What follows belongs to an exercise in optimizing a design on an open flow for small area; a production flow would make more cautious choices.
RTL that was checked went through simulation tests only; none was proved equivalent to the original.
No functional check of the RTL was part of runs 1 and 4 to 6.
Power figures rest on the tool's default switching activity, not on a simulated workload.

[flow/design.v]
module TopModule(
input InputKey, ValidCmd, RWMem, ConfigDiv, Reset, Clk,
input[7:0] Addr, InA, InB,
input[3:0] Sel,
input[31:0] DIn,
output CalcActive, CalcMode, Busy, DOutValid, ClkTx,
output [3:0] DataOut);
reg Active, Mode, CorrectInput;
reg [1:0] kst;
always @(posedge Clk or posedge Reset)
begin
    if (Reset)
    begin
        Active <= 1'b0;
        Mode <= 1'b0;
        CorrectInput <= 1'b0;
        kst <= 2'b00;
    end
    else
    begin
        if (ValidCmd && !CorrectInput)
            case ({InputKey, kst})
                3'b1_00: kst <= 2'b01;
                3'b0_01: kst <= 2'b10;
                3'b1_10: kst <= 2'b11;
                3'b0_11: CorrectInput <= 1'b1;
                default: kst <= 2'b00;
            endcase
        if (CorrectInput && !Busy)
        begin
            Active <= 1'b1;
            Mode <= InputKey;
        end
    end
end
reg AccessMem, TxData, BusyR, rwen;
reg [1:0] rwFlag, cs;
wire TxDone;
wire RW = Active && RWMem;
wire RWMemC = AccessMem && cs[1];
wire SampleData = cs[0] ^ (BusyR && rwFlag[0]);
assign Busy = BusyR;
always @(posedge Clk or posedge Reset)
begin
    if (Reset)
    begin
        AccessMem <= 1'b0;
        TxData <= 1'b0;
        BusyR <= 1'b0;
        rwFlag <= 2'b00;
        cs <= 2'b00;
        rwen <= 1'b0;
    end
    else if (Mode == 1'b1 && rwFlag != 2'b10)
    begin
        rwFlag <= 2'b01;
        casex ({cs, ValidCmd, Active, RW, TxDone})
            6'b00_1_1_0_x: {cs, AccessMem, BusyR, rwen} <= 5'b01_1_1_1;
            6'b00_1_1_1_x: {cs, AccessMem, TxData, BusyR, rwen} <= 6'b11_1_1_1_0;
            6'b01_x_1_x_0: {cs, AccessMem} <= 3'b10_0;
            6'b10_x_1_x_0: {cs, TxData} <= 3'b11_1;
            6'b11_x_1_x_x: begin
                TxData <= 1'b0;
                if ((TxDone && rwen) || (!RW && !rwen))
                    {cs, BusyR, TxData, AccessMem} <= 5'b00_0_0_0;
            end
            default: {cs, AccessMem, TxData, BusyR, rwFlag} <= 7'b00_0_0_0_00;
        endcase
    end
    else if (Mode == 1'b0 && rwFlag != 2'b01)
    begin
        rwFlag <= 2'b10;
        casex ({cs, ValidCmd, Active, TxDone})
            5'b00_1_1_x: {cs, BusyR} <= 3'b01_1;
            5'b01_x_1_0: {cs, TxData} <= 3'b10_1;
            5'b10_x_1_x: begin
                TxData <= 1'b0;
                if (TxDone)
                    {cs, BusyR} <= 3'b00_0;
            end
            default: {AccessMem, BusyR, rwFlag} <= 4'b0_0_00;
        endcase
    end
end
wire [19:0] wdata = {Sel, InB, InA};
wire inRange = (Addr[7:3] == 5'd0);
wire memWrite = AccessMem && RWMemC && inRange;
wire memRead = AccessMem && !RWMemC;
reg [19:0] m0, m1, m2, m3, m4, m5, m6, m7;
reg [7:0] mv;
reg [2:0] rdAddr;      
reg rdValid;           
always @(posedge Clk)
begin
    if (memWrite && Addr[2:0] == 3'd0) m0 <= wdata;
    if (memWrite && Addr[2:0] == 3'd1) m1 <= wdata;
    if (memWrite && Addr[2:0] == 3'd2) m2 <= wdata;
    if (memWrite && Addr[2:0] == 3'd3) m3 <= wdata;
    if (memWrite && Addr[2:0] == 3'd4) m4 <= wdata;
    if (memWrite && Addr[2:0] == 3'd5) m5 <= wdata;
    if (memWrite && Addr[2:0] == 3'd6) m6 <= wdata;
    if (memWrite && Addr[2:0] == 3'd7) m7 <= wdata;
end
always @(posedge Clk)
    if (memRead)
        rdAddr <= Addr[2:0];
always @(posedge Clk or posedge Reset)
begin
    if (Reset)
    begin
        mv <= 8'd0;
        rdValid <= 1'b0;
    end
    else
    begin
        if (memWrite)
            mv[Addr[2:0]] <= 1'b1;
        if (memRead)
            rdValid <= inRange;
    end
end
localparam PA = 2'd0, PB = 2'd1, PC = 2'd2, P1 = 2'd3;
reg [31:0] T;         
reg Tl;
reg ClkOut;
reg [1:0] ph;
reg [30:0] d;
wire Tload = !Active && ConfigDiv;
wire Thi0 = (T[31:2] == 30'd0);
wire Tis0 = !Tl || (Thi0 && T[1:0] == 2'd0);
wire Tis1 = Tl && Thi0 && T[1:0] == 2'd1;
wire Tis2 = Thi0 && T[1:0] == 2'd2;
wire dHi0 = (d[30:2] == 29'd0);
wire dGe3 = !dHi0 || d[1:0] == 2'd3;
wire dIs2 = dHi0 && d[1:0] == 2'd2;
wire dEnd = dHi0 && (T[0] ? d[1:0] == 2'd1 : d[1:0] == 2'd2);
wire lowC = !Tis0 && ((ph == PC) || (ph == P1 && !Thi0) || (ph == PA && dGe3));    
wire TxTick = Active && (Tis1 || (!ClkOut && lowC));
wire dReload = ph == P1 || (ph == PA && dIs2);
always @(posedge Clk or posedge Reset)
begin
    if (Reset)
    begin
        Tl <= 1'b0;
        ClkOut <= 1'b0;
    end
    else
    begin
        if (Tload)
            Tl <= 1'b1;
        ClkOut <= Active && (Tis1 || lowC);
    end
end
always @(posedge Clk)
begin
    if (Tload)
        T <= DIn;
    d <= dReload ? T[31:1] : d - 31'd1;
    if (!Active)
        ph <= P1;
    else
        case (ph)
            P1: ph <= Tis2 ? PC : (Thi0 ? PB : PA);
            PA: if (dIs2)
                    ph <= PB;
            PB: if (dEnd)
                    ph <= PC;
            default:
                ph <= P1;
        endcase
end
assign ClkTx = ClkOut;
reg TxStart, DataValid, TxDoneR;
reg [3:0] Dout;
reg [3:0] cnt;        
reg rp;               
reg [19:0] R;
assign TxDone = TxDoneR;
wire load = SampleData && !TxData;
wire start = !SampleData && TxData && DataValid;
wire z = rp && !(rdValid && mv[rdAddr]);
wire [8:0] srcSel = rp ? {1'b0, 8'd1 << rdAddr} : 9'h100;
wire [19:0] src;
genvar gb;
generate for (gb = 0; gb < 20; gb = gb + 1) begin : sp
    SrcBit sb(.m({R[gb], m7[gb], m6[gb], m5[gb], m4[gb], m3[gb], m2[gb], m1[gb], m0[gb]}), .s(srcSel), .o(src[gb]));
end endgenerate
wire [31:0] word;
CalcALU alu(.raw(src), .word(word));
reg [3:0] nib;
always @(*)
    case (cnt[2:0])
        3'd0: nib = word[31:28];
        3'd1: nib = word[27:24];
        3'd2: nib = word[23:20];
        3'd3: nib = word[19:16];
        3'd4: nib = word[15:12];
        3'd5: nib = word[11:8];
        3'd6: nib = word[7:4];
        default: nib = word[3:0];
    endcase
reg TxStart_n, DataValid_n, TxDone_n;
reg [3:0] cnt_n, Dout_n;
always @(*)
begin
    TxStart_n = TxStart;
    DataValid_n = DataValid;
    TxDone_n = TxDoneR;
    cnt_n = cnt;
    Dout_n = Dout;
    if (load)
    begin
        DataValid_n = 1'b1;
        TxStart_n = 1'b0;
        TxDone_n = 1'b0;
    end
    else if (start)
    begin
        TxStart_n = 1'b1;
        TxDone_n = 1'b0;
    end
    if (TxTick)
    begin
        TxDone_n = 1'b0;
        if (TxStart_n)
        begin
            if (!cnt[3])
            begin
                Dout_n = z ? 4'd0 : nib;
                cnt_n = cnt + 4'd1;
            end
            else
            begin
                Dout_n = 4'd0;
                DataValid_n = 1'b0;
                TxDone_n = 1'b1;
                TxStart_n = 1'b0;
                cnt_n = 4'd0;
            end
        end
    end
end
always @(posedge Clk or posedge Reset)
begin
    if (Reset)
    begin
        TxStart <= 1'b0;
        DataValid <= 1'b0;
        TxDoneR <= 1'b0;
        cnt <= 4'd0;
        Dout <= 4'd0;
    end
    else
    begin
        TxStart <= TxStart_n;
        DataValid <= DataValid_n;
        TxDoneR <= TxDone_n;
        cnt <= cnt_n;
        Dout <= Dout_n;
    end
end
always @(posedge Clk)
begin
    if (load)
        rp <= Mode;
    if (load && !Mode)
        R <= wdata;
end
assign CalcActive = Active;
assign CalcMode = Mode;
assign DOutValid = TxStart;
assign DataOut = Dout;
endmodule
module CalcALU(input [19:0] raw, output [31:0] word);
  wire [7:0] A = raw[7:0];
  wire [7:0] B = raw[15:8];
  wire [3:0] S = raw[19:16];
  wire sub = (S != 4'd0);
  wire [7:0] as;
  wire c8;
  AluAddSub u_as(.A(A), .B(B), .sub(sub), .S(as), .co(c8));
  wire [7:0] mul;
  AluMul u_mul(.A(A), .B(B), .P(mul));
  wire [7:0] q;
  AluDiv u_div(.A(A), .B(B), .Q(q));
  wire bSmall = (B[7:3] == 5'd0);
  wire eAdd = (S[3:1] == 3'd0);
  wire eMul = (S == 4'h2);
  wire eDiv = (S == 4'h3) && (B != 8'd0);
  wire eShl = (S == 4'h4);
  wire eShr = (S == 4'h5);
  wire [14:0] sh;
  genvar j;
  generate for (j = 0; j < 8; j = j + 1) begin : sl
    assign sh[7 - j] = eShl && bSmall && (B[2:0] == j);
  end
  for (j = 0; j < 7; j = j + 1) begin : sr
    assign sh[8 + j] = eShr && bSmall && (B[2:0] == j);
  end endgenerate
  wire [7:0] cs;
  generate for (j = 0; j < 8; j = j + 1) begin : co
    assign cs[j] = (eShl && B == 8 - j) || (eShr && bSmall && B[2:0] == j);
  end endgenerate
  reg [3:0] tt;
  always @(*)
    case (S)
      4'h6: tt = 4'b1000;
      4'h7: tt = 4'b1110;
      4'h8: tt = 4'b0110;
      4'h9: tt = 4'b1001;
      4'hA: tt = 4'b0111;
      4'hB: tt = 4'b0001;
      default: tt = 4'b0000;
    endcase
  wire [7:0] Out;
  genvar i;
  generate for (i = 0; i < 8; i = i + 1) begin : ob
    AluOutBit u_o(.v({as[i], mul[i], q[i]}), .e({eAdd, eMul, eDiv}), .A(A), .s(sh[7 - i +: 8]),
                  .a(A[i]), .b(B[i]), .tt(tt), .o(Out[i]));
  end endgenerate
  wire [3:0] Flag;
  assign Flag[0] = (Out == 8'd0) && !(S[3] && S[2]);
  assign Flag[1] = (S == 4'h0 && c8) || (|(A & cs));
  assign Flag[2] = eMul && (A[7:4] != 4'd0) && (B[7:4] != 4'd0);
  assign Flag[3] = (S == 4'h1 || S == 4'h3) && !c8;
  assign word = {Flag, S, Out, B, A};
endmodule
module AluOutBit(input [2:0] v, input [2:0] e, input [7:0] A, input [7:0] s,
                 input a, input b, input [3:0] tt, output o);
  assign o = (|(v & e)) | (|(A & s)) | tt[{a, b}];
endmodule
module AluAddSub(input [7:0] A, input [7:0] B, input sub, output [7:0] S, output co);
  wire [7:0] Bx = B ^ {8{sub}};
  wire [8:0] c;
  assign c[0] = sub;
  genvar j;
  generate for (j = 0; j < 8; j = j + 1) begin : ad
    assign S[j] = A[j] ^ Bx[j] ^ c[j];
    assign c[j+1] = (A[j] & Bx[j]) | (c[j] & (A[j] ^ Bx[j]));
  end endgenerate
  assign co = c[8];
endmodule
module AluMul(input [7:0] A, input [7:0] B, output [7:0] P);
  wire [7:0] row [0:7];
  assign row[0] = A & {8{B[0]}};
  genvar i, j;
  generate for (i = 1; i < 8; i = i + 1) begin : mr
    wire [7:0] pp = (A << i) & {8{B[i]}};
    wire [8:0] cc;
    assign cc[0] = 1'b0;
    for (j = 0; j < 8; j = j + 1) begin : b
      assign row[i][j] = row[i-1][j] ^ pp[j] ^ cc[j];
      assign cc[j+1] = (row[i-1][j] & pp[j]) | (cc[j] & (row[i-1][j] ^ pp[j]));
    end
  end endgenerate
  assign P = row[7];
endmodule
module AluDiv(input [7:0] A, input [7:0] B, output [7:0] Q);
  wire [7:0] rem [0:8];
  assign rem[8] = 8'd0;
  genvar i, j;
  generate for (i = 7; i >= 0; i = i - 1) begin : dv
    localparam W = 8 - i;
    wire [W-1:0] x;
    if (W == 1) assign x = A[i]; else assign x = {rem[i+1][W-2:0], A[i]};
    wire [W:0] bw;
    wire [W-1:0] df;
    assign bw[0] = 1'b0;
    for (j = 0; j < W; j = j + 1) begin : b
      assign df[j] = x[j] ^ B[j] ^ bw[j];
      assign bw[j+1] = (~x[j] & B[j]) | (~(x[j] ^ B[j]) & bw[j]);
    end
    wire hz;
    if (W == 8) assign hz = 1'b1; else assign hz = ~|B[7:W];
    assign Q[i] = hz & ~bw[W];
    wire [W-1:0] rn = Q[i] ? df : x;
    if (W == 8) assign rem[i] = rn; else assign rem[i] = {{(8-W){1'b0}}, rn};
  end endgenerate
endmodule
module SrcBit(input [8:0] m, input [8:0] s, output o);
assign o = |(m & s);
endmodule
[flow/flow/run.sh]
#!/bin/bash
# Standard ORFS layout with smaller port buffers, smaller clock buffers and
# no CTS dummy loads.
set -euo pipefail
export BUFFER_PORTS_ARGS="-buffer_cell sky130_fd_sc_hd__buf_1"
export CTS_ARGS="-sink_clustering_enable -repair_clock_nets -dont_use_dummy_load -buf_list sky130_fd_sc_hd__clkbuf_4 -sink_clustering_size 10 -sink_clustering_max_diameter 35"
bash standard.sh > standard.log 2>&1
[flow/standard.sh]
#!/bin/bash
# synth_recipe.tcl (not shown) runs the flow's synth.tcl, then flattens the netlist and writes it again
# the make line also repeats each setting of config.mk as NAME=value (left out here)
make -C /OpenROAD-flow-scripts/flow DESIGN_CONFIG=/design/flow/config.mk WORK_HOME=/design/flow/orfs CLKGATE_MAP_FILE= SYNTH_SCRIPT=/design/flow/synth_recipe.tcl "${@:-finish}"
[flow/config.mk]
export PLATFORM = sky130hd
export DESIGN_NAME = TopModule
export DESIGN_NICKNAME = TopModule
export VERILOG_FILES = /design/flow/design.v
export SDC_FILE = /design/flow/constraint.sdc
export NUM_CORES = 4
export LEC_CHECK = 0
export CAP_MARGIN = 0
export CORE_MARGIN = 2
export CORE_UTILIZATION = 65
export PLACE_DENSITY = 0.8
export SLEW_MARGIN = 0
export SYNTH_HIERARCHICAL = 1
export SYNTH_MINIMUM_KEEP_SIZE = 0
[flow/constraint.sdc]
create_clock -name core_clock -period 20.0 [get_ports {Clk}]
set_input_delay 4.0000 -clock core_clock [delete_from_list [all_inputs] [get_ports {Clk}]]
set_output_delay 4.0000 -clock core_clock [all_outputs]
set_load 0.01 [all_outputs]
==> reports/results.ini, run 1 <==
[outcome]
status=finished clean

[worst_hold_path]
whs_path_depth=2
holdCritPathClass=reg -> reg

[synthesis]
syn_area_sq_mm=0.0150
ys_top_cells_by_area=edfxtp_1 (43%), dfrtp_1 (5.9%), fa_1 (5.8%)
yosys_warnings=10
synth_top_area_share_pct=43.4
ys_ff_latch=284
async_flop_share_pct=12.3
synth_top_area_cell=edfxtp_1
ys_types=84
syn_avg_cell_area_sq_um=12.5
synth_edf_count=216
syn_inst=1201
synthFlopType=edfxtp_1
synth-seq-area-share_pct=53.6

[setup_path]
critPathMaxFanout=16
critPathLaunchType=register
criticalPathCategory=reg -> reg
arrival_ps=18950
required_ps=20510
worstRegToRegCells=71
crit_family=adder cells
worst-path-buf-inv=10
crit_top_cell=fa_1
crit_cells=71
slowest_delay_ps=790
slowest_stage=nor2_1
critPathCaptureType=register

[placement]
pre_cts_ws_ps=1770
post_dp_cell_area_sq_mm=0.0156
place_hpwl_um=21500
placement.io_buffers=74
gp_congestion=0.894

[sta]
fin_crit_sh_pct=92.2
final-setup-viol-count=0
hold_viol_final=0
fmax_mhz=54.2
worst_slack_ps=1560
setup_tns_ps=0
drv_slew=0
min_period_ps=18440
rsz0062_at_grt=false
relSlewSlack_pct=21.7
skew_ps=131
worst_pin_slew_ps=1170

[floorplan]
die-height_um=156
core_area_sq_mm=0.0226
io_pins=75
start_util_pct=66.1
die_w_um=156
dieArea_sq_mm=0.0242
fp-row-count=55

[power]
combPwrFrac_pct=56.0
p_clk_share_pct=11.2
switching_share_pct=41.8
switchingPower_w=0.000991
cellPowerDensity_mw_per_mm2=149
p_int_w=0.00138
leakage_nw=5.73
share_seq_of_total_power_pct=32.8
peakVddDrop_mv=0.0971
total_power_w=0.00237

[job]
maxCapViolCount=0

[detailed_routing]
wire_per_inst_um=20.4
drcViolationCount=0
vias=10308
ant_nets=0
wl_um=32400
drt_iter0_drc=948
drt_first_pass_iters=9
routed_via_density=6.49

[clock_network]
ctsHoldBuffers=0
cts_post_setup_buffers_inserted=0
cts_tree=yes
path_clk_slew_ps=90
cts_resized=0
clock_sinks=284
cts-root-buf=clkbuf_4
clk_latency_ps=670
htreeDepth=2
cts_buffers=41
clock_path_buffers=3

[global_routing]
grtUsageTotal_pct=27.0
grt_pass1_wl_um=51500
grt_pass1_vias=9978
grt_max_degree=63
antenna_found_initial=1
overflow=0

[finish]
syn_to_final_growth_pct=6.27
nNetsFinal=1449
fin_area_sq_mm=0.0159
drive_gt1_share_pct=12.0

==> path summary, 6_finish.rpt <==
check                                from       to  slack, ps
worst max-delay path            rdAddr[1]  Dout[0]       1560
worst min-delay path                T[13]    d[12]        480
worst max register to register  rdAddr[1]  Dout[0]       1560
worst min register to register      T[13]    d[12]        480
max in group asynchronous           Reset    mv[3]      16160
min in group asynchronous           Reset       Tl       3460
==> modules after synthesis, one instance, submodules excluded <==
module	cell area (sq um)	cells
AluAddSub	280	30
AluDiv	1310	160
AluMul	732	83
AluOutBit	77.6	8
CalcALU	616	100
SrcBit	46.3	5
TopModule	10500	664
==> metal layers <==
| metal | up-vias | share of wire [%] | track usage, % | wire length, um |
|---|---|---|---|---|
| li1 | 4787 | - | - | - |
| met1 | 4963 | 42 | 37.4 | 13600 |
| met2 | 470 | 47 | 44.2 | 15300 |
| met3 | 88 | 7.7 | 4.39 | 2500 |
| met4 | 0 | 3.2 | 9.04 | 1040 |
| met5 | - | 0 | 0 | 0 |
==> kinds of logic after synthesis <==
group                      Yosys count  share of synthesized area (%)
AOI/OAI and AO/OA                  263                           13.9
xor gates and xnor gates            50                           3.07
adders and majority gates           78                           8.68
buffers and inverters              118                           3.61
DFF                                284                           53.6
muxes                               44                           4.07
and+or+nand+nor                    364                           13.0
==> cell type report <==
cell class              instances  area (sq um)
flip-flops and latches        284          8020
fillers                      1585          6750
multi-input cells             799          6420
repair buffers                102           488
well taps                     285           357
clock buffers                  41           308
inverters                      77           289
diodes                          1          2.50
==> flip-flops by register name, indices dropped and copies added, names as in the netlist, 20 cells and up <==
signal and cells:
m4 20, m6 20, m2 20, m0 20, m3 20, R 20, T 32, m1 20
m5 20, m7 20, d 31
==> power groups by stage <==
stage               Sequential, W  Combinational (W)  Clock, W
floorplan                0.000771            0.00103         0
global placement         0.000786            0.00128         0
detailed placement       0.000789            0.00131         0
CTS                      0.000777            0.00132  0.000273
global route             0.000788            0.00150  0.000293
finish                   0.000778            0.00133  0.000265
==> tightest hold or removal path: cells and delay by family (launching register included) <==
family / cells / cell delay, ps
AO/OA/AOI/OAI: 1 / 60
flip-flops: 1 / 350
AND/OR/NAND/NOR: 1 / 50
==> cells in the final DEF, fill, tap and decap left out, types with 33 or more instances in the layout <==
cell / Yosys / layout
a22oi_1: 42 / 42
inv_1: 77 / 77
ha_1: 35 / 35
fa_1: 43 / 43
clkbuf_4: 0 / 41
o21ai_0: 48 / 48
edfxtp_1: 216 / 216
xnor2_1: 33 / 33
dfrtp_1: 35 / 35
dfxtp_1: 33 / 33
buf_1: 3 / 74
nand2_1: 106 / 106
nor2_1: 55 / 53
==> cell usage after synthesis (all sizes together) (32+ instances only) <==
| cell type | instances |
|---|---|
| a22oi | 42 |
| nand2 | 108 |
| dfxtp | 33 |
| a221oi | 32 |
| nor2 | 55 |
| edfxtp | 216 |
| fa | 43 |
| ha | 35 |
| xnor2 | 34 |
| nand3 | 32 |
| inv | 77 |
| o21ai | 50 |
| dfrtp | 35 |
==> stage by stage <==
stage | util (%) | cells | hold slack (ps)
global placement | 68.8 | 1547 | 457
global route | 70.2 | 1589 | 491
floorplan | - | 1201 | 423
detailed placement | 68.8 | 1547 | 447
finish | 70.2 | 1589 | 481
CTS | 70.2 | 1588 | 467
==> inputs of run 2 (changes only) <==
--- a/flow/design.v
+++ b/flow/design.v
@@ -356,27 +356,62 @@
   assign P = row[7];
 endmodule
 module AluDiv(input [7:0] A, input [7:0] B, output [7:0] Q);
+  wire [7:0] nB = ~B;
   wire [7:0] rem [0:8];
   assign rem[8] = 8'd0;
   genvar i, j;
   generate for (i = 7; i >= 0; i = i - 1) begin : dv
     localparam W = 8 - i;
+    localparam INV = (W % 2 == 0);    
+    wire ai = INV ? ~A[i] : A[i];
     wire [W-1:0] x;
-    if (W == 1) assign x = A[i]; else assign x = {rem[i+1][W-2:0], A[i]};
-    wire [W:0] bw;
+    if (W == 1) assign x = ai; else assign x = {rem[i+1][W-2:0], ai};
+    wire [7:0] bb = INV ? B : nB;
+    wire [W:0] c;
     wire [W-1:0] df;
-    assign bw[0] = 1'b0;
     for (j = 0; j < W; j = j + 1) begin : b
-      assign df[j] = x[j] ^ B[j] ^ bw[j];
-      assign bw[j+1] = (~x[j] & B[j]) | (~(x[j] ^ B[j]) & bw[j]);
+      if (j == 0) begin : h
+        if (INV) begin : n
+          DivHalfI u(.x(x[0]), .b(bb[0]), .s(df[0]), .co(c[1]));
+        end else begin : p
+          DivHalfT u(.x(x[0]), .b(B[0]), .s(df[0]), .co(c[1]));
+        end
+      end else if (W == 8) begin : k
+        DivCarry u(.x(x[j]), .nb(bb[j]), .ci(c[j]), .co(c[j+1]));
+      end else begin : f
+        DivCell u(.x(x[j]), .nb(bb[j]), .ci(c[j]), .s(df[j]), .co(c[j+1]));
+      end
     end
     wire hz;
     if (W == 8) assign hz = 1'b1; else assign hz = ~|B[7:W];
-    assign Q[i] = hz & ~bw[W];
-    wire [W-1:0] rn = Q[i] ? df : x;
-    if (W == 8) assign rem[i] = rn; else assign rem[i] = {{(8-W){1'b0}}, rn};
+    assign Q[i] = hz & (INV ? ~c[W] : c[W]);
+    if (W == 8) assign rem[i] = 8'd0;
+    else begin : rs
+      wire [W-1:0] rn;
+      for (j = 0; j < W; j = j + 1) begin : m
+        DivMux u(.a(x[j]), .b(df[j]), .s(Q[i]), .o(rn[j]));
+      end
+      assign rem[i] = {{(8-W){1'b0}}, rn};
+    end
   end endgenerate
 endmodule
+module DivCell(input x, input nb, input ci, output s, output co);
+  assign {co, s} = x + nb + ci;
+endmodule
+module DivHalfT(input x, input b, output s, output co);
+  assign s = x ^ b;
+  assign co = x | ~b;
+endmodule
+module DivHalfI(input x, input b, output s, output co);
+  assign s = x ^ b;
+  assign co = x & b;
+endmodule
+module DivCarry(input x, input nb, input ci, output co);
+  assign co = (x & nb) | (x & ci) | (nb & ci);
+endmodule
+module DivMux(input a, input b, input s, output o);
+  assign o = !(s ? b : a);
+endmodule
 module SrcBit(input [8:0] m, input [8:0] s, output o);
 assign o = |(m & s);
 endmodule
--- a/flow/config.mk
+++ b/flow/config.mk
@@ -7,8 +7,8 @@
 export LEC_CHECK = 0
 export CAP_MARGIN = 0
 export CORE_MARGIN = 2
-export CORE_UTILIZATION = 65
-export PLACE_DENSITY = 0.8
+export CORE_UTILIZATION = 40
+export PLACE_DENSITY = 0.6
 export SLEW_MARGIN = 0
 export SYNTH_HIERARCHICAL = 1
 export SYNTH_MINIMUM_KEEP_SIZE = 0
==> run 2 against run 1 <==
Critical path type unchanged. Sequential power decreased by 0.9%. Still clean on timing, DRC and antenna. Combinational power decreased by 14%. Critical endpoint unchanged. Hold slack improved by 1.9 ps. Via count decreased by 4.2%.
==> reports/results.ini, run 2 <==
[placement]
pre_cts_ws_ps=1570
dpl.cell_count=1692
gp_congestion=0.858
place_hpwl_um=23200
post_dp_cell_area_sq_mm=0.0156
placement.io_buffers=74

[floorplan]
die_w_um=196
die-height_um=196
io_pins=75
core_area_sq_mm=0.0364
dieArea_sq_mm=0.0384
fp-row-count=70
start_util_pct=40.5

[clock_network]
cts_post_setup_buffers_inserted=0
clock_path_buffers=3
path_clk_slew_ps=110
htreeDepth=2
cts_buffers=41
cts_resized=0
cts_tree=yes
ctsHoldBuffers=0
clock_sinks=284
clk_latency_ps=690
cts-root-buf=clkbuf_4

[global_routing]
overflow=0
grt_pass1_vias=10007
grt_pass1_wl_um=55400
antenna_found_initial=2
grtUsageTotal_pct=18.3
grt_max_degree=62

[synthesis]
ys_top_cells_by_area=edfxtp_1 (44%), dfrtp_1 (5.9%), fa_1 (5.8%)
synth.most_common_cell=edfxtp_1
ys_ff_latch=284
ys_types=79
synth_top_area_cell=edfxtp_1
syn_area_sq_mm=0.0147
syn_avg_cell_area_sq_um=12.7
synthFlopType=edfxtp_1
synth-seq-area-share_pct=54.4
syn_inst=1158
yosys_warnings=10
async_flop_share_pct=12.3
synth_top_area_share_pct=44.0
synth_edf_count=216
synthTopCellsByCount=edfxtp_1 (216), nor2_1 (86), inv_1 (71), nand2_1 (66), a21oi_1 (48)

[outcome]
status=finished clean

[sta]
worst_pin_slew_ps=1180
rsz0062_at_grt=false
hold_viol_final=0
final-setup-viol-count=0
setup_tns_ps=0
fin_crit_sh_pct=92.6
skew_ps=66.9
min_period_ps=18530
drv_slew=0
worst_slack_ps=1470
fmax_mhz=54.0
relSlewSlack_pct=21.1

[detailed_routing]
drt_first_pass_iters=8
routed_via_density=5.69
vias=9871
drcViolationCount=0
ant_nets=0
drt_iter0_drc=759
wl_um=34600
wire_per_inst_um=19.9

[worst_hold_path]
holdCritPathClass=reg -> reg
hp-start=mv[7]

[setup_path]
slowest_stage=or4_4
rrSetupSlack_ps=1470
slowest_delay_ps=690
worstRegToRegCells=62
cp-startpoint=rdAddr[1]
crit_cells=62
crit_family=adder cells
crit_end=Dout[0]
critPathMaxFanout=20
r2r_end=Dout[0]
required_ps=20510
critPathLaunchType=register
worst-path-buf-inv=3
criticalPathCategory=reg -> reg
arrival_ps=19040
crit_top_cell=fa_1
critPathCaptureType=register
worstReg2RegStart=rdAddr[1]

[finish]
n_fill_cell=3366
layout.cells.non_filler=1734
postLayoutCoreUtil_pct=43.8
syn_to_final_growth_pct=8.25
nNetsFinal=1406
top_regs=T (32), d (31)
drive_gt1_share_pct=12.7
most-common-layout-cells=edfxtp_1 (216), nor2_1 (80), buf_1 (74)
fin_area_sq_mm=0.0160
largest_register=T
layout_commonest_cell=edfxtp_1
largest_register_ffs=32
final-seq-area_sq_mm=0.00802
multi_input_area_sq_mm=0.00624

[power]
leakage_nw=5.51
cellPowerDensity_mw_per_mm2=137
peakVddDrop_mv=0.0785

[job]
maxCapViolCount=0

==> run 2: per-module statistics from Yosys, one instance, submodules excluded, a selection <==
module     cells inside  flops+latches  cell area (sq um)  copies in the design
AluDiv               20              0                129                     1
AluMul               83              0                731                     1
AluOutBit             8              0               77.6                     8
DivCell               1              0               20.0                    21
DivHalfT              4              0               23.8                     4
DivMux                1              0               10.0                    28
==> run 2: worst min path at each step <==
stage	cells after the start	to	slack, ps
2_1_floorplan	1	mv[4]	430
3_3_place_gp	1	mv[3]	460
3_5_place_dp	1	mv[3]	460
4_1_cts	1	mv[7]	480
5_1_grt	1	mv[1]	500
6_report	1	mv[7]	480
==> run 2: layout make-up <==
class                   instances  share of cell area [%]
well taps                     468                    3.67
inverters                      71                    1.67
repair buffers                107                    3.29
diodes                          1                  0.0157
flip-flops and latches        284                    50.3
multi-input cells             762                    39.1
clock buffers                  41                    1.93
==> run 2: power by group <==
group	internal, W	leakage [nW]	switching (W)
combinational	0.000489	2.66	0.000650
clock	0.0000942	0.189	0.000179
sequential	0.000705	2.66	0.0000667
total	0.00129	5.51	0.000896
==> run 2: logic make-up (layout without fill, tap and decap cells) <==
group                    after synthesis  count (layout)  share of synthesized area (%)
multiplexers                          62              62                           5.10
buffers and inverters                112             219                           3.43
AO/OA/AOI/OAI                        237             237                           13.1
adder cells (fa/ha/maj)               80              80                           8.92
other                                  0               1                              0
XOR/XNOR                              48              48                           2.95
AND/OR/NAND/NOR                      335             335                           12.1
flip-flops                           284             284                           54.4
==> run 2: worst register-to-register path, delay by kind of cell (launching register included) <==
| kind | cells | cell delay (ps) |
|---|---|---|
| AO/OA/AOI/OAI | 8 | 1270 |
| AND/OR/NAND/NOR | 15 | 3940 |
| multiplexers | 8 | 1570 |
| adder cells (fa/ha/maj) | 28 | 10670 |
| flip-flops | 1 | 450 |
| buffers and inverters | 3 | 480 |
==> run 2: through the flow <==
stage / hold WS [ps] / power [W]
after floorplan: 429 / 0.00163
after global placement: 462 / 0.00190
after detailed placement: 460 / 0.00192
after CTS: 484 / 0.00220
after global routing: 504 / 0.00237
final: 483 / 0.00218
==> run 2: layer usage <==
layer	vias up	share of wire [%]	track usage [%]
met3	66	6.0	2.70
met1	4808	45	25.8
met5	-	0.038	0
li1	4630	-	-
met4	2	2.3	5.95
met2	365	47	29.1
==> inputs of run 3 (changes only) <==
--- a/flow/config.mk
+++ b/flow/config.mk
@@ -7,8 +7,8 @@
 export LEC_CHECK = 0
 export CAP_MARGIN = 0
 export CORE_MARGIN = 2
-export CORE_UTILIZATION = 40
-export PLACE_DENSITY = 0.6
+export CORE_UTILIZATION = 65
+export PLACE_DENSITY = 0.8
 export SLEW_MARGIN = 0
 export SYNTH_HIERARCHICAL = 1
 export SYNTH_MINIMUM_KEEP_SIZE = 0
==> run 3 against run 2 <==
Sequential cell count unchanged. Routed wire length down 5.3%. Critical path depth unchanged. Count of clock-buffer cells in the layout unchanged. Critical path type unchanged.
==> reports/results.ini, run 3 <==
[worst_hold_path]
holdCritPathClass=reg -> reg
whs_path_depth=1

[sta]
fin_crit_sh_pct=94.3
setup_tns_ps=0
skew_ps=94.0
worst_slack_ps=1140
worst_pin_slew_ps=1250
drv_slew=0
hold_viol_final=0
min_period_ps=18860
relSlewSlack_pct=16.8
fmax_mhz=53.0
rsz0062_at_grt=false
whs_ps=464
final-setup-viol-count=0

[floorplan]
die_w_um=155
fp-row-count=55
start_util_pct=65.7
dieArea_sq_mm=0.0239
die-height_um=155
core_area_sq_mm=0.0224
io_pins=75

[power]
total_power_w=0.00216
share_seq_of_total_power_pct=35.8
p_int_w=0.00128
combPwrFrac_pct=51.8
cellPowerDensity_mw_per_mm2=137
switchingPower_w=0.000877
leakage_nw=5.49
p_clk_share_pct=12.4
switching_share_pct=40.6
peakVddDrop_mv=0.0838

[placement]
place_hpwl_um=21800
placement.io_buffers=74
dpl.cell_count=1506
pre_cts_ws_ps=1280
gp_congestion=0.889

[synthesis]
syn_avg_cell_area_sq_um=12.7
syn_inst=1158
ys_ff_latch=284
ys_types=79
synthFlopType=edfxtp_1
ys_top_cells_by_area=edfxtp_1 (44%), dfrtp_1 (5.9%), fa_1 (5.8%)
synth_edf_count=216
synth_top_area_share_pct=44.0
synth_top_area_cell=edfxtp_1
async_flop_share_pct=12.3
syn_area_sq_mm=0.0147
synth-seq-area-share_pct=54.4
synthTopCellsByCount=edfxtp_1 (216), nor2_1 (86), inv_1 (71), nand2_1 (66), a21oi_1 (48)
synth.most_common_cell=edfxtp_1
yosys_warnings=10

[finish]
drive_gt1_share_pct=12.5
nNetsFinal=1403
layout.cells.non_filler=1549
syn_to_final_growth_pct=6.56
layout_commonest_cell=edfxtp_1
largest_register_ffs=32
largest_register=T
most-common-layout-cells=edfxtp_1 (216), nor2_1 (80), buf_1 (74)
top_regs=T (32), d (31)

[clock_network]
ctsHoldBuffers=0
path_clk_slew_ps=80
htreeDepth=2
cts-root-buf=clkbuf_4
cts_tree=yes
cts_buffers=41
clk_latency_ps=680
clock_sinks=284
cts_resized=0
clock_path_buffers=3
cts_post_setup_buffers_inserted=0

[detailed_routing]
wire_per_inst_um=21.1
vias=10091
drt_first_pass_iters=9
wl_um=32700
drt_iter0_drc=969
drcViolationCount=0
routed_via_density=6.51
ant_nets=0

[setup_path]
slowest_stage=or4_4
worstRegToRegCells=62
required_ps=20470
worst-path-buf-inv=4
critPathLaunchType=register
criticalPathCategory=reg -> reg
crit_family=adder cells
crit_top_cell=fa_1
slowest_delay_ps=780
crit_cells=62
arrival_ps=19330
critPathCaptureType=register
critPathMaxFanout=20

[outcome]
status=finished clean

[global_routing]
grtUsageTotal_pct=27.5
overflow=0
grt_pass1_wl_um=51400
grt_pass1_vias=9939
grt_max_degree=62
antenna_found_initial=2

[job]
maxCapViolCount=0

run 3: cell types whose count changed in the layout (fill, tap and decap cells not counted):
| cell | previous run | this run |
|---|---|---|
| diode_2 | 1 | 2 |
| buf_4 | 33 | 30 |
run 3: through the flow:
step | utilization (%) | area, sq um
2_1_floorplan | - | 14700
3_3_place_gp | 68.6 | 15400
3_5_place_dp | 68.6 | 15400
4_1_cts | 70.0 | 15700
5_1_grt | 70.0 | 15700
6_report | 70.0 | 15700
run 3: metal layers:
metal | vias to the layer above | global-route usage, % | wire length (um)
met1 | 4874 | 37.0 | 13300
met3 | 93 | 4.93 | 2750
li1 | 4630 | - | -
met5 | - | 0 | 0
met2 | 494 | 44.8 | 15700
met4 | 0 | 11.5 | 1040
run 3: kinds of logic (layout without fill, tap and decap cells):
kind of cell | after synthesis | in the layout | share of synthesized area (%)
flops | 284 | 284 | 54.4
simple gates | 335 | 335 | 12.1
xor+xnor | 48 | 48 | 2.95
other cells | 0 | 2 | 0
buf+inv | 112 | 216 | 3.43
compound gates | 237 | 237 | 13.1
fa+ha+maj | 80 | 80 | 8.92
mux | 62 | 62 | 5.10
run 3: power by group through the flow:
| stage | registers (W) | logic, W | clock network, W |
|---|---|---|---|
| floorplan | 0.000764 | 0.000865 | 0 |
| global placement | 0.000782 | 0.00107 | 0 |
| detailed placement | 0.000785 | 0.00110 | 0 |
| CTS | 0.000773 | 0.00111 | 0.000274 |
| global route | 0.000783 | 0.00125 | 0.000294 |
| finish | 0.000774 | 0.00112 | 0.000267 |
run 3: layout make-up:
type | instances | area [sq um]
fill | 1610 | 6730
multi-input combinational | 762 | 6240
inverter | 71 | 267
sequential | 284 | 8020
clock buffer | 41 | 308
antenna | 2 | 5.00
tap | 285 | 357
timing repair buffer | 104 | 503
run 3: Yosys stat by module (local to each module, per instance):
module     times used  flip-flops and latches  cells inside
TopModule           1                     284           685
AluMul              1                       0            83
CalcALU             1                       0           100
AluAddSub           1                       0            30
AluDiv              1                       0            20
AluOutBit           8                       0             8
SrcBit             20                       0             5
DivHalfT            4                       0             4
DivCell            21                       0             1
DivHalfI            4                       0             1
DivCarry            7                       0             1
DivMux             28                       0             1
run 3: path summary, 6_finish.rpt:
check                                from       to  slack, ps
max in group asynchronous           Reset    mv[3]      16180
worst min register to register     cnt[3]  TxStart        460
min in group asynchronous           Reset   kst[0]       3400
worst min-delay path               cnt[3]  TxStart        460
worst max-delay path            rdAddr[1]  Dout[0]       1140
worst max register to register  rdAddr[1]  Dout[0]       1140
run 3: worst reg2reg max path: cells and delay by family (launching register included):
family	cells	cell delay, ps
compound gates	7	1350
buf+inv	4	710
mux	8	1500
fa+ha+maj	28	10690
simple gates	15	4060
flops	1	450
==> inputs of run 4 (changes only) <==
--- a/flow/design.v
+++ b/flow/design.v
@@ -399,8 +399,14 @@
   assign {co, s} = x + nb + ci;
 endmodule
 module DivHalfT(input x, input b, output s, output co);
-  assign s = x ^ b;
-  assign co = x | ~b;
+  DivXor ux(.a(x), .b(b), .y(s));
+  DivOrN uo(.a(x), .bn(b), .y(co));
+endmodule
+module DivXor(input a, input b, output y);
+  assign y = a ^ b;
+endmodule
+module DivOrN(input a, input bn, output y);
+  assign y = a | ~bn;
 endmodule
 module DivHalfI(input x, input b, output s, output co);
   assign s = x ^ b;
@@ -413,5 +419,12 @@
   assign o = !(s ? b : a);
 endmodule
 module SrcBit(input [8:0] m, input [8:0] s, output o);
-assign o = |(m & s);
+  wire n0, n1, n2;
+  Aoi222 u0(.a(m[0]), .b(s[0]), .c(m[1]), .d(s[1]), .e(m[2]), .f(s[2]), .y(n0));
+  Aoi222 u1(.a(m[3]), .b(s[3]), .c(m[4]), .d(s[4]), .e(m[5]), .f(s[5]), .y(n1));
+  Aoi222 u2(.a(m[6]), .b(s[6]), .c(m[7]), .d(s[7]), .e(m[8]), .f(s[8]), .y(n2));
+  assign o = ~(n0 & n1 & n2);
+endmodule
+module Aoi222(input a, input b, input c, input d, input e, input f, output y);
+  assign y = ~((a & b) | (c & d) | (e & f));
 endmodule
==> run 4 against run 3 <==
Routed wire length fell by 1.1%. Sequential cell count did not move. Still clean. Non-clock buffer count fell by 2. Hold slack improved by 19 ps.
==> reports/results.ini, run 4 <==
[setup_path]
critPathCaptureType=register
critPathLaunchType=register
worstRegToRegCells=61
crit_top_cell=fa_1
rrSetupSlack_ps=1430
arrival_ps=19090
slowest_delay_ps=760
slowest_stage=or4_4
critPathMaxFanout=12
r2r_end=Dout[0]
required_ps=20520
criticalPathCategory=reg -> reg
worstReg2RegStart=rdAddr[1]

[clock_network]
clock_path_buffers=3
clock_sinks=284
cts-root-buf=clkbuf_4
clk_latency_ps=620
cts_post_setup_buffers_inserted=0
htreeDepth=2
cts_buffers=39
path_clk_slew_ps=100
ctsHoldBuffers=0
cts_tree=yes
cts_resized=0

[finish]
nNetsFinal=1367
top_regs=T (32), d (31)
largest_register=T
most-common-layout-cells=edfxtp_1 (216), nor2_1 (82), buf_1 (74)
layout_commonest_cell=edfxtp_1
postLayoutCoreUtil_pct=70.6
syn_to_final_growth_pct=6.38
drive_gt1_share_pct=10.7
largest_register_ffs=32

[detailed_routing]
routed_via_density=6.60
wire_per_inst_um=21.4
wl_um=32400
drt_first_pass_iters=8
drt_iter0_drc=1106
ant_nets=0
drcViolationCount=0
vias=9975

[floorplan]
start_util_pct=66.3
die_w_um=153
dieArea_sq_mm=0.0235
fp-row-count=54
io_pins=75
die-height_um=153
core_area_sq_mm=0.0218

[synthesis]
synthFlopType=edfxtp_1
syn_avg_cell_area_sq_um=12.8
async_flop_share_pct=12.3
ys_types=78
synth_top_area_share_pct=44.8
synth_top_area_cell=edfxtp_1
synth.most_common_cell=edfxtp_1
syn_area_sq_mm=0.0145
synthTopCellsByCount=edfxtp_1 (216), nor2_1 (86), a222oi_1 (69), nand2_1 (66), inv_1 (59)
synth_edf_count=216
ys_ff_latch=284
ys_top_cells_by_area=edfxtp_1 (45%), dfrtp_1 (6.0%), fa_1 (5.9%)
synth-seq-area-share_pct=55.4
yosys_warnings=10
syn_inst=1130

[job]
maxCapViolCount=0

[sta]
worst_slack_ps=1430
worst_pin_slew_ps=1230
fmax_mhz=53.8
relSlewSlack_pct=18.2
hold_viol_final=0
final-setup-viol-count=0
min_period_ps=18570
skew_ps=46.9
drv_slew=0
rsz0062_at_grt=false
fin_crit_sh_pct=92.9
setup_tns_ps=0

[worst_hold_path]
hp-start=mv[7]
holdCritPathClass=reg -> reg
whs_path_depth=1
hold-path-endpoint=mv[7]

[outcome]
status=finished clean

[power]
leakage_nw=5.30
peakVddDrop_mv=0.0787
cellPowerDensity_mw_per_mm2=139

[placement]
placement.io_buffers=74
pre_cts_ws_ps=1490
gp_congestion=0.878
place_hpwl_um=21800

[global_routing]
overflow=0
grt_max_degree=62
grt_pass1_vias=10079
grtUsageTotal_pct=27.7
antenna_found_initial=1
grt_pass1_wl_um=51900

## run 4: changes by cell type after synthesis
cell      previous run  this run
xor2_1              14        18
a22o_1              28         8
inv_1               71        59
nand2b_1            20        24
a221oi_2            20         0
a22oi_1             42        22
a222oi_1            29        69
ha_1                30        26
## run 4: metrics by stage
stage / power [W] / area, sq um / instances / hold slack [ps]
after global routing: 0.00232 / 15400 / 1511 / 499
after detailed placement: 0.00188 / 15100 / 1471 / 460
after global placement: 0.00184 / 15100 / 1471 / 465
final: 0.00214 / 15400 / 1511 / 483
after CTS: 0.00214 / 15400 / 1510 / 484
after floorplan: 0.00162 / 14500 / 1130 / 429
## run 4: per-module statistics from Yosys, one instance, submodules excluded, a selection
module	cell area, sq um	flip-flops and latches	copies in the design
TopModule	10500	284	1
AluAddSub	280	0	1
DivHalfI	12.5	0	4
AluMul	731	0	1
AluDiv	129	0	1
SrcBit	5.00	0	20
## run 4: how the worst max path moves through the flow
| stage | start | to | slack [ps] | depth (start not counted) |
|---|---|---|---|---|
| after floorplan | rdAddr[1] | Dout[0] | 1540 | 60 |
| after global routing | rdAddr[1] | Dout[0] | 590 | 61 |
| after CTS | rdAddr[1] | Dout[0] | 1510 | 61 |
| final | rdAddr[1] | Dout[0] | 1430 | 61 |
| after global placement | rdAddr[1] | Dout[0] | 2000 | 61 |
| after detailed placement | rdAddr[1] | Dout[0] | 1490 | 61 |
## run 4: cell type report
cell class	instances	area, sq um
Multi-Input combinational cell	746	6020
Tap cell	280	350
Sequential cell	284	8020
Clock buffer	39	293
Timing Repair Buffer	102	488
Antenna cell	1	2.50
Inverter	59	221
Fill cell	1529	6420
## run 4: cells by family after synthesis
group           Yosys count  synth area share [%]
simple gates            339                  12.5
flops                   284                  55.4
fa+ha+maj                76                  8.74
buf+inv                 100                  3.18
mux                      62                  5.19
xor+xnor                 52                  3.24
compound gates          217                  11.8
## run 4: critical path: cells and delay by family, from the launching register on
kind                       cells  cell delay [ps]
AOI/OAI and AO/OA              7             1250
muxes                          8             1550
DFF                            1              460
and+or+nand+nor               15             4050
adders and majority gates     28            10710
buffers and inverters          3              460
## run 4: where the power goes
group / internal, W / switching (W)
combinational: 0.000484 / 0.000626
sequential: 0.000704 / 0.0000716
clock: 0.0000900 / 0.000167
## run 4: layer usage
metal	vias up	part of all wire (%)	global-route usage [%]
met2	478	49	45.4
met4	0	2.5	10.0
met1	4864	40	38.2
li1	4562	-	-
met5	-	0	0
met3	71	8.5	4.37
==> inputs of run 5 (changes only) <==
--- a/flow/design.v
+++ b/flow/design.v
@@ -187,18 +187,14 @@
 end endgenerate
 wire [31:0] word;
 CalcALU alu(.raw(src), .word(word));
-reg [3:0] nib;
-always @(*)
-    case (cnt[2:0])
-        3'd0: nib = word[31:28];
-        3'd1: nib = word[27:24];
-        3'd2: nib = word[23:20];
-        3'd3: nib = word[19:16];
-        3'd4: nib = word[15:12];
-        3'd5: nib = word[11:8];
-        3'd6: nib = word[7:4];
-        default: nib = word[3:0];
-    endcase
+wire [7:0] nibSel = z ? 8'd0 : (8'd1 << cnt[2:0]);
+wire [3:0] nib;
+genvar gn;
+generate for (gn = 0; gn < 4; gn = gn + 1) begin : nb
+    NibBit ub(.w({word[gn], word[4 + gn], word[8 + gn], word[12 + gn],
+                  word[16 + gn], word[20 + gn], word[24 + gn], word[28 + gn]}),
+              .s(nibSel), .o(nib[gn]));
+end endgenerate
 reg TxStart_n, DataValid_n, TxDone_n;
 reg [3:0] cnt_n, Dout_n;
 always @(*)
@@ -226,7 +222,7 @@
         begin
             if (!cnt[3])
             begin
-                Dout_n = z ? 4'd0 : nib;
+                Dout_n = nib;
                 cnt_n = cnt + 4'd1;
             end
             else
@@ -330,16 +326,22 @@
   assign o = (|(v & e)) | (|(A & s)) | tt[{a, b}];
 endmodule
 module AluAddSub(input [7:0] A, input [7:0] B, input sub, output [7:0] S, output co);
-  wire [7:0] Bx = B ^ {8{sub}};
   wire [8:0] c;
   assign c[0] = sub;
   genvar j;
   generate for (j = 0; j < 8; j = j + 1) begin : ad
-    assign S[j] = A[j] ^ Bx[j] ^ c[j];
-    assign c[j+1] = (A[j] & Bx[j]) | (c[j] & (A[j] ^ Bx[j]));
+    wire bx;
+    AddXor ux(.a(B[j]), .b(sub), .y(bx));
+    AddCell ua(.a(A[j]), .b(bx), .ci(c[j]), .s(S[j]), .co(c[j+1]));
   end endgenerate
   assign co = c[8];
 endmodule
+module AddXor(input a, input b, output y);
+  assign y = a ^ b;
+endmodule
+module AddCell(input a, input b, input ci, output s, output co);
+  assign {co, s} = a + b + ci;
+endmodule
 module AluMul(input [7:0] A, input [7:0] B, output [7:0] P);
   wire [7:0] row [0:7];
   assign row[0] = A & {8{B[0]}};
@@ -425,6 +427,13 @@
   Aoi222 u2(.a(m[6]), .b(s[6]), .c(m[7]), .d(s[7]), .e(m[8]), .f(s[8]), .y(n2));
   assign o = ~(n0 & n1 & n2);
 endmodule
+module NibBit(input [7:0] w, input [7:0] s, output o);
+  wire n0, n1, n2;
+  Aoi222 u0(.a(w[0]), .b(s[0]), .c(w[1]), .d(s[1]), .e(w[2]), .f(s[2]), .y(n0));
+  Aoi222 u1(.a(w[3]), .b(s[3]), .c(w[4]), .d(s[4]), .e(w[5]), .f(s[5]), .y(n1));
+  Aoi222 u2(.a(w[6]), .b(s[6]), .c(w[7]), .d(s[7]), .e(1'b0), .f(1'b0), .y(n2));
+  assign o = ~(n0 & n1 & n2);
+endmodule
 module Aoi222(input a, input b, input c, input d, input e, input f, output y);
   assign y = ~((a & b) | (c & d) | (e & f));
 endmodule
==> run 5 against run 4 <==
Still clean. Clock skew rose by 43 ps. Register-to-register slack gained 140 ps. Core utilization is 0.20 points higher. Critical path depth fell by 1. Sequential power hardly changed. Routed wire length shrank 0.19%. Setup slack better by 140 ps. Combinational power is 7% higher. Die area fell by 0.36%. First-iteration DRC count rose by 64%. Design area grew 0.28%. Non-clock buffer count is 6 higher. Critical path type unchanged. Largest cell class unchanged. Largest power group unchanged. Highest routed layer unchanged.
==> reports/results.ini, run 5 <==
[outcome]
status=finished clean

[job]
maxCapViolCount=0

[setup_path]
criticalPathCategory=reg -> reg
rrSetupSlack_ps=1570
r2r_end=Dout[0]
critPathMaxFanout=20
critPathLaunchType=register
worstReg2RegStart=rdAddr[0]
slowest_delay_ps=740
slowest_stage=or4_4
arrival_ps=18910
worstRegToRegCells=60
required_ps=20480
crit_top_cell=fa_1
critPathCaptureType=register

[finish]
top_regs=T (32), d (31)
syn_to_final_growth_pct=7.07
layout_commonest_cell=edfxtp_1
nNetsFinal=1366
layout.cells.non_filler=1510
most-common-layout-cells=edfxtp_1 (216), a222oi_1 (80), nor2_1 (79)
drive_gt1_share_pct=10.5
largest_register_ffs=32
largest_register=T

[synthesis]
synth_edf_count=216
synth-xor-area-share_pct=3.37
syn_area_sq_mm=0.0144
synth.most_common_cell=edfxtp_1
ys_types=72
ys_top_cells_by_area=edfxtp_1 (45%), fa_1 (6.1%), dfrtp_1 (6.1%)
synthAdderAreaFrac_pct=8.91
synth_top_area_cell=edfxtp_1
async_flop_share_pct=12.3
synth_top_area_share_pct=45.0
synth_top_family_by_area=simple AND/OR/NAND/NOR gates
synthTopCellsByCount=edfxtp_1 (216), nor2_1 (83), a222oi_1 (80), nand2_1 (66), inv_1 (49)
synth_compound_area_share_pct=12.1
synthSimpleGateAreaFrac_pct=12.5
synth-seq-area-share_pct=55.6
ys_ff_latch=284
yosys_warnings=10
syn_avg_cell_area_sq_um=12.9
muxShareOfSynthArea_pct=4.64
syn_inst=1116
synthFlopType=edfxtp_1

[global_routing]
overflow=0
grt_max_degree=62
grtUsageTotal_pct=27.7
antenna_found_initial=2
grt_pass1_wl_um=51700
grt_pass1_vias=9981

[placement]
placement.io_buffers=74
place_hpwl_um=21400
dpl.cell_count=1468
gp_congestion=0.922

[detailed_routing]
wirelength_met1_um=12700
wl_um=32300
drt_iter0_drc=1809
ant_nets=0
drcViolationCount=0
met2_length_um=15200
wl_met3_um=3460
drt_first_pass_iters=12
wire_per_inst_um=21.4
vias=10124
routed_via_density=6.70
route.top_layer_used=met4

[sta]
setup_tns_ps=0
min_period_ps=18430
whs_ps=489
skew_ps=89.7
drv_slew=0
rsz0062_at_grt=false
worst_pin_slew_ps=1260
relSlewSlack_pct=16.2
hold_viol_final=0
fmax_mhz=54.3
fin_crit_sh_pct=92.2
final-setup-viol-count=0

[power]
leakage_nw=5.38
cellPowerDensity_mw_per_mm2=144
peakVddDrop_mv=0.0975

[clock_network]
cts_post_setup_buffers_inserted=0
cts_buffers=40
clock_path_buffers=3
clk_latency_ps=640
cts-root-buf=clkbuf_4
cts_resized=0
cts_tree=yes
clock_sinks=284
path_clk_slew_ps=90
htreeDepth=2
ctsHoldBuffers=0

[worst_hold_path]
hp-start=mv[5]
hold-path-endpoint=mv[5]
holdCritPathClass=reg -> reg
whs_path_depth=1

[floorplan]
die_w_um=153
io_pins=75
start_util_pct=66.1
core_area_sq_mm=0.0218
dieArea_sq_mm=0.0234
die-height_um=153
fp-row-count=54

==> run 5: cell count changes in the layout (fill, tap and decap cells not counted), sizes merged, moves of 6 or more <==
cell,before,now
a21oi,48,37
xnor2,33,27
inv,59,49
and3,5,13
mux2,15,8
a222oi,69,80
conb,0,8
buf,102,108
a22o,8,16
xor2,18,26
==> run 5: stage by stage <==
step,total power (W),area (sq um),util [%],setup WS (ps)
after detailed placement,0.00196,15100,69.4,1590
final,0.00223,15400,70.8,1570
after global placement,0.00192,15100,69.4,2200
after global routing,0.00240,15400,70.8,546
after floorplan,0.00166,14400,-,1880
after CTS,0.00223,15400,70.8,1500
==> run 5: kinds of logic (layout without fill, tap and decap cells) <==
| kind of cell | Yosys count | count (layout) |
|---|---|---|
| AOI/OAI and AO/OA | 216 | 216 |
| xor gates and xnor gates | 54 | 54 |
| and+or+nand+nor | 339 | 339 |
| muxes | 53 | 53 |
| DFF | 284 | 284 |
| other | 4 | 10 |
| buffers and inverters | 89 | 197 |
| adders and majority gates | 77 | 77 |
==> run 5: critical path, delay by kind of cell, from the launching register on <==
| kind | cells | cell delay (ps) |
|---|---|---|
| adder cells (fa/ha/maj) | 28 | 10640 |
| AND/OR/NAND/NOR | 16 | 4040 |
| multiplexers | 7 | 1250 |
| AO/OA/AOI/OAI | 5 | 1090 |
| buffers and inverters | 4 | 700 |
| flip-flops | 1 | 540 |
==> run 5: power breakdown <==
part	leakage [nW]	switching (W)	internal, W
Combinational	2.53	0.000674	0.000512
Clock	0.184	0.000170	0.0000922
Sequential	2.66	0.0000693	0.000708
Total	5.38	0.000914	0.00131
==> run 5: layout make-up <==
| class | count | area, sq um |
|---|---|---|
| Fill cell | 1519 | 6380 |
| Inverter | 49 | 184 |
| Clock buffer | 40 | 300 |
| Sequential cell | 284 | 8020 |
| Timing Repair Buffer | 108 | 533 |
| Multi-Input combinational cell | 747 | 6050 |
| Tap cell | 280 | 350 |
| Antenna cell | 2 | 5.00 |
==> run 5: layer usage <==
layer / vias to the layer above / GRT usage (%)
met4: 0 / 9.74
met2: 608 / 44.4
met3: 114 / 5.16
met1: 4839 / 38.8
li1: 4563 / -
met5: - / 0
==> run 5: worst max path at each step <==
stage | startpoint | end | slack (ps) | cells past startpoint
after floorplan | rdAddr[2] | Dout[0] | 1880 | 58
after global placement | rdAddr[0] | Dout[0] | 2200 | 60
after detailed placement | rdAddr[0] | Dout[0] | 1590 | 60
after CTS | rdAddr[0] | Dout[0] | 1500 | 60
after global routing | rdAddr[0] | Dout[0] | 550 | 60
final | rdAddr[0] | Dout[0] | 1570 | 60
==> run 5: per-module statistics from Yosys (local to each module, per instance), excerpt <==
module	area, sq um	flip-flops and latches	cells inside
TopModule	10400	284	665
AluMul	718	0	83
CalcALU	616	0	100
AluDiv	129	0	20
AluOutBit	77.6	0	8
AddCell	20.0	0	1
DivHalfI	12.5	0	1
DivCarry	11.3	0	1
Aoi222	10.0	0	1
DivMux	10.0	0	1
NibBit	8.76	0	2
DivXor	8.76	0	1
DivOrN	6.26	0	1
SrcBit	5.00	0	1
==> inputs of run 6 (changes only) <==
--- a/flow/config.mk
+++ b/flow/config.mk
@@ -8,6 +8,7 @@
 export CAP_MARGIN = 0
 export CORE_MARGIN = 2
 export CORE_UTILIZATION = 65
+export GPL_TIMING_DRIVEN = 0
 export PLACE_DENSITY = 0.8
 export SLEW_MARGIN = 0
 export SYNTH_HIERARCHICAL = 1
==> run 6 against run 5 <==
Synthesized cell count is the same. Count of clock-buffer cells in the layout increased by 1. Hold slack worse by 18 ps. Final cell count grew 1.4%. Routed wire length grew 3.1%.
==> reports/results.ini, run 6 <==
[synthesis]
synthFlopType=edfxtp_1
async_flop_share_pct=12.3
synth_top_area_share_pct=45.0
syn_avg_cell_area_sq_um=12.9
yosys_warnings=10
synth_top_area_cell=edfxtp_1
syn_area_sq_mm=0.0144
syn_inst=1116
synth_edf_count=216
ys_types=72
ys_top_cells_by_area=edfxtp_1 (45%), fa_1 (6.1%), dfrtp_1 (6.1%)
synth-seq-area-share_pct=55.6
synth.most_common_cell=edfxtp_1
synthTopCellsByCount=edfxtp_1 (216), nor2_1 (83), a222oi_1 (80), nand2_1 (66), inv_1 (49)
ys_ff_latch=284

[finish]
drive_gt1_share_pct=12.1
fin_area_sq_mm=0.0158
layout_commonest_cell=edfxtp_1
layout.cells.non_filler=1531
postLayoutCoreUtil_pct=72.2
top_regs=T (32), d (31)
largest_register=T
final-seq-area_sq_mm=0.00802
largest_register_ffs=32
most-common-layout-cells=edfxtp_1 (216), a222oi_1 (80), buf_1 (78)
n_fill_cell=1477
multi_input_area_sq_mm=0.00614
nNetsFinal=1388
syn_to_final_growth_pct=9.27

[sta]
fin_crit_sh_pct=95.1
fmax_mhz=52.6
hold_viol_final=0
worst_pin_slew_ps=1290
final-setup-viol-count=0
min_period_ps=19020
rsz0062_at_grt=false
skew_ps=148
drv_slew=0
setup_tns_ps=0
relSlewSlack_pct=13.7

[floorplan]
start_util_pct=66.1
dieArea_sq_mm=0.0234
io_pins=75
die_w_um=153
die-height_um=153
fp-row-count=54
core_area_sq_mm=0.0218

[clock_network]
cts_buffers=41
cts-root-buf=clkbuf_4
clock_sinks=284
ctsHoldBuffers=0
htreeDepth=2
clk_latency_ps=680
clock_path_buffers=3
cts_tree=yes
path_clk_slew_ps=80

[placement]
post_dp_cell_area_sq_mm=0.0154
placement.io_buffers=74
place_hpwl_um=22800
dpl.cell_count=1489
gp_congestion=0.954

[setup_path]
crit_top_cell=fa_1
required_ps=20420
slowest_stage=or4_4
criticalPathCategory=reg -> reg
arrival_ps=19440
slowest_delay_ps=670
critPathMaxFanout=13
critPathCaptureType=register
critPathLaunchType=register

[detailed_routing]
vias=10165
wire_per_inst_um=21.8
wl_um=33300
ant_nets=0
drcViolationCount=0
routed_via_density=6.64
drt_iter0_drc=1388
drt_first_pass_iters=13

[global_routing]
grt_pass1_vias=10277
grt_pass1_wl_um=52900
grtUsageTotal_pct=28.6
overflow=0
antenna_found_initial=1
grt_max_degree=36

[power]
total_power_w=0.00225
peakVddDrop_mv=0.0903
leakage_nw=5.49
cellPowerDensity_mw_per_mm2=143

[worst_hold_path]
holdCritPathClass=reg -> reg

[job]
maxCapViolCount=0

[outcome]
status=finished clean

==> run 6: cell counts after synthesis <==
Identical to the previous run, type by type.
==> run 6: stage by stage <==
step           hold WS [ps]  worst slack (ps)
5_1_grt                 496              23.0
3_5_place_dp            456              -156
4_1_cts                 475              74.9
2_1_floorplan           432              1880
3_3_place_gp            445             -1560
6_report                471               978
==> run 6: area by class of cell <==
cell class,instances,share of cell area (%)
sequential,284,50.9
inverter,49,1.17
antenna,1,0.0159
tap,280,2.22
buffer,40,1.44
timing repair buffer,89,3.33
multi-input combinational,747,39.0
clock buffer,41,1.95
==> run 6: final timing paths <==
check / from / endpoint / slack [ps] / depth (start not counted)
max in group asynchronous: Reset / Dout[0] / 15980 / 2
min: mv[2] / mv[2] / 470 / 1
max reg2reg: rdAddr[0] / Dout[0] / 980 / 59
min reg2reg: mv[2] / mv[2] / 470 / 1
min in group asynchronous: Reset / kst[0] / 3440 / 2
max: rdAddr[0] / Dout[0] / 980 / 59
==> run 6: cells by family after synthesis <==
family                     share of synthesized area [%]
and+or+nand+nor                                     12.5
other                                              0.104
DFF                                                 55.6
adders and majority gates                           8.91
buffers and inverters                               2.84
xor gates and xnor gates                            3.37
muxes                                               4.64
AOI/OAI and AO/OA                                   12.1
==> run 6: critical path: cells and delay by family (launching register included) <==
kind / cells / cell delay [ps]
flip-flops: 1 / 320
AO/OA/AOI/OAI: 5 / 1310
multiplexers: 7 / 1360
AND/OR/NAND/NOR: 16 / 4180
buffers and inverters: 3 / 640
adder cells (fa/ha/maj): 28 / 10980
==> run 6: Yosys stat by module (local to each module, per instance), a selection <==
module / flops+latches / times used
AddXor: 0 / 8
DivHalfI: 0 / 4
Aoi222: 0 / 72
DivCell: 0 / 21
CalcALU: 0 / 1
AluMul: 0 / 1
NibBit: 0 / 4
TopModule: 284 / 1
DivMux: 0 / 28
DivOrN: 0 / 4
SrcBit: 0 / 20
DivCarry: 0 / 7
AluOutBit: 0 / 8
AddCell: 0 / 8
AluDiv: 0 / 1
DivXor: 0 / 4
==> run 6: routing by layer <==
| metal | track usage [%] | wire length (um) |
|---|---|---|
| met1 | 38.4 | 13200 |
| met2 | 46.2 | 15800 |
| met3 | 6.07 | 3160 |
| met4 | 11.4 | 1180 |
| met5 | 0 | 0 |
==> run 6: timing repair <==
action                     in CTS  in global routing
hold endpoints to repair        0                  0
resized for setup               1                 13
setup buffers                   0                  0
setup endpoints to repair       1                  1
==> run 6: power breakdown <==
part / internal, W / total (W) / switching [W] / leakage, nW
Clock: 0.0000941 / 0.000266 / 0.000172 / 0.189
Sequential: 0.000708 / 0.000771 / 0.0000625 / 2.66
Combinational: 0.000527 / 0.00121 / 0.000685 / 2.64
Total: 0.00133 / 0.00225 / 0.000920 / 5.49

re-timing with driven ports:
The results above use ideal ports. As a check the final layouts listed here were re-extracted and re-timed, cells and wires unchanged.
Step 1 assumes that a clkbuf_16 drives the clock port and a buf_2 every other input.
Step 2 moves the port delays by t, midway between the first and last clock arrival at a register: inputs arrive t later, outputs are due t later. That takes back most of the time a late clock gives input paths.
Three values: no drivers, after step 1, after step 2; two values: the first two.
run | t, ns | setup WS [ns] | hold slack, ns
run 1 | 0.651 | 1.561 / 1.561 / 1.561 | 0.481 / 0.481 / 0.481
run 2 | 0.696 | 1.472 / 1.472 / 1.472 | 0.483 / 0.483 / 0.483
run 3 | 0.649 | 1.135 / 1.135 / 1.135 | 0.464 / 0.464 / 0.464
run 4 | 0.639 | 1.427 / 1.427 / 1.427 | 0.483 / 0.483 / 0.483
run 5 | 0.644 | 1.569 / 1.569 / 1.569 | 0.489 / 0.489 / 0.489
run 6 | 0.643 | 0.978 / 0.978 / 0.978 | 0.471 / 0.471 / 0.471
After both steps every run listed still meets setup and hold.
